This design comes from an exercise in tuning for small area on the open sky130 flow, not from production work. Only simulation tests tie the RTL to the original design; equivalence was not proved. No activity file was given, so power comes from the tool's default toggle rates.

==> violet: inputs <==
// TetrisTop
module TetrisTop(
	input			clk,
	input			rst,
	input			KeyLeft,
	input			KeyRight,
	input			KeyChange,
	input[8:0]		x_addr,
	input[8:0]		y_addr,
	output[23:0]	odata
);
==> flow/config.mk <==
export PLATFORM = sky130hd
export DESIGN_NAME = TetrisTop
export DESIGN_NICKNAME = TetrisTop
export VERILOG_FILES = /design/flow/design.v
export SDC_FILE = /design/flow/constraint.sdc
export NUM_CORES = 4
export LEC_CHECK = 0
export ABC_AREA = 1
export CAP_MARGIN = 5
export CORE_MARGIN = 2
export CORE_UTILIZATION = 40
export PLACE_DENSITY = 0.5
export SETUP_SLACK_MARGIN = 0.3
export SLEW_MARGIN = 5
==> flow/constraint.sdc <==
create_clock -name core_clock -period 12.0 [get_ports {clk}]
set_input_delay 2.4000 -clock core_clock [delete_from_list [all_inputs] [get_ports {clk}]]
set_output_delay 2.4000 -clock core_clock [all_outputs]
set_load 0.01 [all_outputs]
standard.sh (not shown) runs the stock make flow with config.mk's settings and CLKGATE_MAP_FILE= SYNTH_SCRIPT=/design/flow/synth_recipe.tcl, a recipe that flattens the netlist after the stock synthesis.
==> flow/flow/run.sh <==
#!/bin/bash
# Own layout flow: the standard flow, except that synthesis maps the logic with
# an area-oriented ABC script and without Yosys's full-adder extraction. The
# registers are checked against the standard synthesis; if they differ in any
# way the standard netlist is used unchanged.
set -euo pipefail
W=$(pwd)
R=$W/orfs/results/$FLOW_PLATFORM/TetrisTop/base

# 1. standard synthesis (the reference for the register check)
bash standard.sh synth > $W/1_std_synth.log 2>&1
cp $R/1_2_yosys.v $W/std_1_2_yosys.v

# 2. own synthesis: ORFS's synthesis scripts with our ABC area script and
#    ADDER_MAP_FILE empty (no extract_fa)
mkdir -p $W/myscripts
cp -r $FLOW_HOME/scripts/. $W/myscripts/
cp $W/flow/abc_area.script $W/myscripts/abc_area.script
R2=$W/orfs2/results/$FLOW_PLATFORM/TetrisTop/base
if make -C $FLOW_HOME DESIGN_CONFIG=$W/config.mk WORK_HOME=$W/orfs2 CLKGATE_MAP_FILE= \
	SYNTH_SCRIPT=$W/synth_recipe.tcl SCRIPTS_DIR=$W/myscripts ADDER_MAP_FILE= ABC_AREA=1 \
	$R2/1_2_yosys.v > $W/2_own_synth.log 2>&1; then
	regs() {
		grep -E '^\s*sky130_fd_sc_hd__[a-z0-9]*df[a-z0-9]*_[0-9]+ ' "$1" \
			| sed -E 's/^\s*(sky130_fd_sc_hd__[a-z0-9]+)_[0-9]+\s+(\S+).*/\1 \2/' | sort
	}
	regs $W/std_1_2_yosys.v > $W/regs_std.txt
	regs $R2/1_2_yosys.v > $W/regs_own.txt
	if [ -s $W/regs_std.txt ] && cmp -s $W/regs_std.txt $W/regs_own.txt; then
		echo "registers match: using own synthesis" > $W/3_choice.log
		cp $R2/1_2_yosys.v $R/1_2_yosys.v
		cp $R2/1_2_yosys.sdc $R/1_2_yosys.sdc
		rm -f $R/1_synth.odb $R/1_synth.sdc
	else
		echo "registers differ: using standard synthesis" > $W/3_choice.log
		diff $W/regs_std.txt $W/regs_own.txt >> $W/3_choice.log || true
	fi
else
	echo "own synthesis failed: using standard synthesis" > $W/3_choice.log
fi

# 3. the rest of the standard flow; ports get the smallest buffer, the
#    clock tree is built from small buffers without dummy loads, placement
#    keeps no buffers from its timing-driven passes, and repairs use buffers
#    no larger than buf_4 (the platform's don't-use list plus the larger
#    buffers)
bash standard.sh \
	"DONT_USE_CELLS=sky130_fd_sc_hd__probe_p_8 sky130_fd_sc_hd__probec_p_8 sky130_fd_sc_hd__lpflow_bleeder_1 sky130_fd_sc_hd__lpflow_clkbufkapwr_1 sky130_fd_sc_hd__lpflow_clkbufkapwr_16 sky130_fd_sc_hd__lpflow_clkbufkapwr_2 sky130_fd_sc_hd__lpflow_clkbufkapwr_4 sky130_fd_sc_hd__lpflow_clkbufkapwr_8 sky130_fd_sc_hd__lpflow_clkinvkapwr_1 sky130_fd_sc_hd__lpflow_clkinvkapwr_16 sky130_fd_sc_hd__lpflow_clkinvkapwr_2 sky130_fd_sc_hd__lpflow_clkinvkapwr_4 sky130_fd_sc_hd__lpflow_clkinvkapwr_8 sky130_fd_sc_hd__lpflow_decapkapwr_12 sky130_fd_sc_hd__lpflow_decapkapwr_3 sky130_fd_sc_hd__lpflow_decapkapwr_4 sky130_fd_sc_hd__lpflow_decapkapwr_6 sky130_fd_sc_hd__lpflow_decapkapwr_8 sky130_fd_sc_hd__lpflow_inputiso0n_1 sky130_fd_sc_hd__lpflow_inputiso0p_1 sky130_fd_sc_hd__lpflow_inputiso1n_1 sky130_fd_sc_hd__lpflow_inputiso1p_1 sky130_fd_sc_hd__lpflow_inputisolatch_1 sky130_fd_sc_hd__lpflow_isobufsrc_1 sky130_fd_sc_hd__lpflow_isobufsrc_16 sky130_fd_sc_hd__lpflow_isobufsrc_2 sky130_fd_sc_hd__lpflow_isobufsrc_4 sky130_fd_sc_hd__lpflow_isobufsrc_8 sky130_fd_sc_hd__lpflow_isobufsrckapwr_16 sky130_fd_sc_hd__lpflow_lsbuf_lh_hl_isowell_tap_1 sky130_fd_sc_hd__lpflow_lsbuf_lh_hl_isowell_tap_2 sky130_fd_sc_hd__lpflow_lsbuf_lh_hl_isowell_tap_4 sky130_fd_sc_hd__lpflow_lsbuf_lh_isowell_4 sky130_fd_sc_hd__lpflow_lsbuf_lh_isowell_tap_1 sky130_fd_sc_hd__lpflow_lsbuf_lh_isowell_tap_2 sky130_fd_sc_hd__lpflow_lsbuf_lh_isowell_tap_4 sky130_fd_sc_hd__buf_6 sky130_fd_sc_hd__buf_8 sky130_fd_sc_hd__buf_12 sky130_fd_sc_hd__buf_16 sky130_fd_sc_hd__clkdlybuf4s15_1 sky130_fd_sc_hd__clkdlybuf4s15_2 sky130_fd_sc_hd__clkdlybuf4s18_1 sky130_fd_sc_hd__clkdlybuf4s18_2 sky130_fd_sc_hd__clkdlybuf4s25_1 sky130_fd_sc_hd__clkdlybuf4s25_2 sky130_fd_sc_hd__clkdlybuf4s50_1 sky130_fd_sc_hd__clkdlybuf4s50_2 sky130_fd_sc_hd__bufbuf_8 sky130_fd_sc_hd__bufbuf_16" \
	GPL_KEEP_OVERFLOW=0 \
	"BUFFER_PORTS_ARGS=-buffer_cell sky130_fd_sc_hd__buf_1" \
	"CTS_ARGS=-sink_clustering_enable -repair_clock_nets -dont_use_dummy_load -buf_list {sky130_fd_sc_hd__clkbuf_4 sky130_fd_sc_hd__clkbuf_8} -sink_clustering_size 16 -sink_clustering_max_diameter 60" \
	finish > $W/4_std_layout.log 2>&1
==> flow/flow/abc_area.script <==
strash
&get -n
&fraig -x
&put
scorr
dc2
dretime
strash
&get -n
&dch -f
&nf -R 1000 -p -F 16 -A 8 -a -C 32
&put
&get -n
&dch -f
&nf -R 1000 -p -F 16 -A 8 -a -C 32
&put
==> inputs of harbor, as changes to violet <==
==> flow/flow/run.sh (replaced) <==
#!/bin/bash
# Own layout flow: the standard flow, except that synthesis maps the logic with
# area-oriented ABC scripts and without Yosys's full-adder extraction. The
# registers are checked against the standard synthesis; a netlist whose
# registers differ in any way is not used.
set -euo pipefail
W=$(pwd)
R=$W/orfs/results/$FLOW_PLATFORM/TetrisTop/base

# 1. standard synthesis (the reference for the register check)
bash standard.sh synth > $W/1_std_synth.log 2>&1
cp $R/1_2_yosys.v $W/std_1_2_yosys.v

regs() {
	grep -E '^\s*sky130_fd_sc_hd__[a-z0-9]*df[a-z0-9]*_[0-9]+ ' "$1" \
		| sed -E 's/^\s*(sky130_fd_sc_hd__[a-z0-9]+)_[0-9]+\s+(\S+).*/\1 \2/' | sort
}
regs $W/std_1_2_yosys.v > $W/regs_std.txt
for S in $W/flow/abc*.script; do
	k=$(basename $S .script)
	mkdir -p $W/scripts_$k
	cp -r $FLOW_HOME/scripts/. $W/scripts_$k/
	cp $S $W/scripts_$k/abc_area.script
	make -C $FLOW_HOME DESIGN_CONFIG=$W/config.mk WORK_HOME=$W/orfs_$k CLKGATE_MAP_FILE= \
		SYNTH_SCRIPT=$W/synth_recipe.tcl SCRIPTS_DIR=$W/scripts_$k ADDER_MAP_FILE= ABC_AREA=1 \
		$W/orfs_$k/results/$FLOW_PLATFORM/TetrisTop/base/1_2_yosys.v > $W/2_own_synth_$k.log 2>&1 &
done
wait
best=""
bestarea=""
: > $W/3_choice.log
for S in $W/flow/abc*.script; do
	k=$(basename $S .script)
	N=$W/orfs_$k/results/$FLOW_PLATFORM/TetrisTop/base/1_2_yosys.v
	ST=$W/orfs_$k/reports/$FLOW_PLATFORM/TetrisTop/base/synth_stat.txt
	if [ -f $N ] && [ -f $ST ]; then
		regs $N > $W/regs_$k.txt
		area=$(grep 'Chip area' $ST | awk '{print $NF}')
		if [ -s $W/regs_std.txt ] && cmp -s $W/regs_std.txt $W/regs_$k.txt; then
			echo "$k: area $area, registers match" >> $W/3_choice.log
			if [ -z "$best" ] || awk "BEGIN{exit !($area < $bestarea)}"; then
				best=$k; bestarea=$area
			fi
		else
			echo "$k: area $area, registers differ" >> $W/3_choice.log
		fi
	else
		echo "$k: synthesis failed" >> $W/3_choice.log
	fi
done
if [ -n "$best" ]; then
	echo "using $best" >> $W/3_choice.log
	R2=$W/orfs_$best/results/$FLOW_PLATFORM/TetrisTop/base
	cp $R2/1_2_yosys.v $R/1_2_yosys.v
	cp $R2/1_2_yosys.sdc $R/1_2_yosys.sdc
	rm -f $R/1_synth.odb $R/1_synth.sdc
else
	echo "using the standard synthesis" >> $W/3_choice.log
fi

# 3. the rest of the standard flow; ports get the smallest buffer, the
#    clock tree is built from small buffers without dummy loads, placement
#    keeps no buffers from its timing-driven passes, and repairs use buffers
#    no larger than buf_4 (the platform's don't-use list plus the larger
#    buffers)
bash standard.sh \
	"DONT_USE_CELLS=sky130_fd_sc_hd__probe_p_8 sky130_fd_sc_hd__probec_p_8 sky130_fd_sc_hd__lpflow_bleeder_1 sky130_fd_sc_hd__lpflow_clkbufkapwr_1 sky130_fd_sc_hd__lpflow_clkbufkapwr_16 sky130_fd_sc_hd__lpflow_clkbufkapwr_2 sky130_fd_sc_hd__lpflow_clkbufkapwr_4 sky130_fd_sc_hd__lpflow_clkbufkapwr_8 sky130_fd_sc_hd__lpflow_clkinvkapwr_1 sky130_fd_sc_hd__lpflow_clkinvkapwr_16 sky130_fd_sc_hd__lpflow_clkinvkapwr_2 sky130_fd_sc_hd__lpflow_clkinvkapwr_4 sky130_fd_sc_hd__lpflow_clkinvkapwr_8 sky130_fd_sc_hd__lpflow_decapkapwr_12 sky130_fd_sc_hd__lpflow_decapkapwr_3 sky130_fd_sc_hd__lpflow_decapkapwr_4 sky130_fd_sc_hd__lpflow_decapkapwr_6 sky130_fd_sc_hd__lpflow_decapkapwr_8 sky130_fd_sc_hd__lpflow_inputiso0n_1 sky130_fd_sc_hd__lpflow_inputiso0p_1 sky130_fd_sc_hd__lpflow_inputiso1n_1 sky130_fd_sc_hd__lpflow_inputiso1p_1 sky130_fd_sc_hd__lpflow_inputisolatch_1 sky130_fd_sc_hd__lpflow_isobufsrc_1 sky130_fd_sc_hd__lpflow_isobufsrc_16 sky130_fd_sc_hd__lpflow_isobufsrc_2 sky130_fd_sc_hd__lpflow_isobufsrc_4 sky130_fd_sc_hd__lpflow_isobufsrc_8 sky130_fd_sc_hd__lpflow_isobufsrckapwr_16 sky130_fd_sc_hd__lpflow_lsbuf_lh_hl_isowell_tap_1 sky130_fd_sc_hd__lpflow_lsbuf_lh_hl_isowell_tap_2 sky130_fd_sc_hd__lpflow_lsbuf_lh_hl_isowell_tap_4 sky130_fd_sc_hd__lpflow_lsbuf_lh_isowell_4 sky130_fd_sc_hd__lpflow_lsbuf_lh_isowell_tap_1 sky130_fd_sc_hd__lpflow_lsbuf_lh_isowell_tap_2 sky130_fd_sc_hd__lpflow_lsbuf_lh_isowell_tap_4 sky130_fd_sc_hd__buf_6 sky130_fd_sc_hd__buf_8 sky130_fd_sc_hd__buf_12 sky130_fd_sc_hd__buf_16 sky130_fd_sc_hd__clkdlybuf4s15_1 sky130_fd_sc_hd__clkdlybuf4s15_2 sky130_fd_sc_hd__clkdlybuf4s18_1 sky130_fd_sc_hd__clkdlybuf4s18_2 sky130_fd_sc_hd__clkdlybuf4s25_1 sky130_fd_sc_hd__clkdlybuf4s25_2 sky130_fd_sc_hd__clkdlybuf4s50_1 sky130_fd_sc_hd__clkdlybuf4s50_2 sky130_fd_sc_hd__bufbuf_8 sky130_fd_sc_hd__bufbuf_16" \
	GPL_KEEP_OVERFLOW=0 \
	"BUFFER_PORTS_ARGS=-buffer_cell sky130_fd_sc_hd__buf_1" \
	"CTS_ARGS=-sink_clustering_enable -repair_clock_nets -dont_use_dummy_load -buf_list {sky130_fd_sc_hd__clkbuf_4 sky130_fd_sc_hd__clkbuf_8} -sink_clustering_size 12 -sink_clustering_max_diameter 100" \
	finish > $W/4_std_layout.log 2>&1
==> flow/flow/abc1.script (new file) <==
strash
&get -n
&fraig -x
&put
scorr
dc2
dretime
strash
&get -n
&dch -f
&nf -R 1000 -p -F 8 -A 4 -a
&put
==> flow/flow/abc2.script (new file) <==
strash
&get -n
&fraig -x
&put
scorr
dc2
dretime
strash
&get -n
&dch -f
&nf -R 1000 -p -F 16 -A 8 -a -C 32
&put
==> flow/flow/abc3.script (new file) <==
strash
&get -n
&fraig -x
&put
scorr
dc2
dretime
strash
&get -n
&dch -f
&nf -R 1000 -p -F 16 -A 8 -a -C 32
&put
&get -n
&dch -f
&nf -R 1000 -p -F 16 -A 8 -a -C 32
&put
==> flow/flow/abc4.script (new file) <==
strash
&get -n
&fraig -x
&put
scorr
dc2
dretime
strash
&get -n
&dch -f
&nf -R 1000 -p -F 16 -A 8 -a -C 32
&put
&get -n
&dch
&nf -R 1000 -p -F 16 -A 8 -a -C 32
&put
--- a/flow/config.mk
+++ b/flow/config.mk
@@ -6,9 +6,9 @@
 export NUM_CORES = 4
 export LEC_CHECK = 0
 export ABC_AREA = 1
-export CAP_MARGIN = 5
+export CAP_MARGIN = 20
 export CORE_MARGIN = 2
 export CORE_UTILIZATION = 40
 export PLACE_DENSITY = 0.5
 export SETUP_SLACK_MARGIN = 0.3
-export SLEW_MARGIN = 5
+export SLEW_MARGIN = 20
removed: flow/flow/abc_area.script
==> inputs of lagoon, as changes to violet <==
==> flow/run.sh (new file) <==
#!/bin/bash
# synth_recipe.tcl (not shown) runs the flow's synth.tcl, then flattens the netlist and writes it again
# the make line also repeats each setting of config.mk as NAME=value (left out here)
make -C /OpenROAD-flow-scripts/flow DESIGN_CONFIG=/design/flow/config.mk WORK_HOME=/design/flow/orfs CLKGATE_MAP_FILE= SYNTH_SCRIPT=/design/flow/synth_recipe.tcl finish
--- a/flow/config.mk
+++ b/flow/config.mk
@@ -6,9 +6,7 @@
 export NUM_CORES = 4
 export LEC_CHECK = 0
 export ABC_AREA = 1
-export CAP_MARGIN = 5
+export CAP_MARGIN = 20
 export CORE_MARGIN = 2
 export CORE_UTILIZATION = 40
-export PLACE_DENSITY = 0.5
-export SETUP_SLACK_MARGIN = 0.3
-export SLEW_MARGIN = 5
+export SLEW_MARGIN = 20
removed: flow/flow/run.sh
removed: flow/flow/abc_area.script
removed: flow/standard.sh
==> comparison table <==
LEAKAGE: lagoon 0.01141 uW; violet 0.008426 uW; harbor 0.008552 uW
Area added between synthesis and finish: lagoon 10.24%; violet 9.700%; harbor 10.19%
Half-perimeter wire length after detailed placement: lagoon 118.6 mm; violet 85.20 mm; harbor 88.49 mm
Result of the run: lagoon complete, no violations; violet complete, but fails checks; harbor complete, no violations
Layout check failures: lagoon -; violet max-capacitance violations, max-slew violations; harbor -
Sum of buffers and inverters on the critical path: lagoon 8; violet 2; harbor 2
Drt initial violations: lagoon 5960; violet 6402; harbor 6084
Busiest grt layer: lagoon met1; violet met2; harbor met2
Utilization of the core after routing: lagoon 44.75%; violet 44.26%; harbor 44.45%
Power spent charging and discharging nets: lagoon 1026 uW; violet 746.2 uW; harbor 717.1 uW
Arrival time of data at the critical path endpoint: lagoon 9.26 ns; violet 11.55 ns; harbor 11.50 ns
Combined area of all synthesized cells: lagoon 24590 sq um; violet 20610 sq um; harbor 20610 sq um
Max VDD drop: lagoon 0.1140 mV; violet 0.06384 mV; harbor 0.07625 mV
Post-synthesis net count: lagoon 3833; violet 2607; harbor 2599
Multi-input combinational cell area: lagoon 15000 sq um; violet 13880 sq um; harbor 13880 sq um
Mean instance size in the synthesized netlist: lagoon 6.576 sq um; violet 7.977 sq um; harbor 8.001 sq um
Sum of routed wire segments on met1: lagoon 62.82 mm; violet 46.45 mm; harbor 45.96 mm
Power density relative to cell area: lagoon 102.8 nW/um^2; violet 93.27 nW/um^2; harbor 88.17 nW/um^2
Vias after detailed routing: lagoon 30940; violet 25730; harbor 25930

## port drivers added, routing unchanged
No port has a modelled driver above. Below, the same layouts with a new extraction and two added sets of constraints. Step 1 sets driving cells, clkbuf_16 on the clock port and buf_2 on the other inputs (assumed; they add their load-dependent delay and slew). Step 2 adds t to the input delays and takes it off the output delays; t is the mean of the earliest and latest rising clock arrival at the registers after step 1. Input paths then give back, and output paths get back, about the clock's delay inside the block. a / b / c = ideal / step 1 / step 2; a / b = the first two.
run | t, ns | setup WS [ns] | hold slack, ns
violet | 0.702 | 1.006 / 1.039 / 0.337 | 0.389 / 0.389 / 0.389
harbor | 0.725 | 1.035 / 1.070 / 0.346 | 0.374 / 0.374 / 0.374
lagoon | 0.637 | 3.201 / 3.230 / 2.593 | 0.376 / 0.376 / 0.376
For harbor, which loses most, drivers alone change the setup slack by +0.035 ns; drivers and shift together by -0.689 ns.
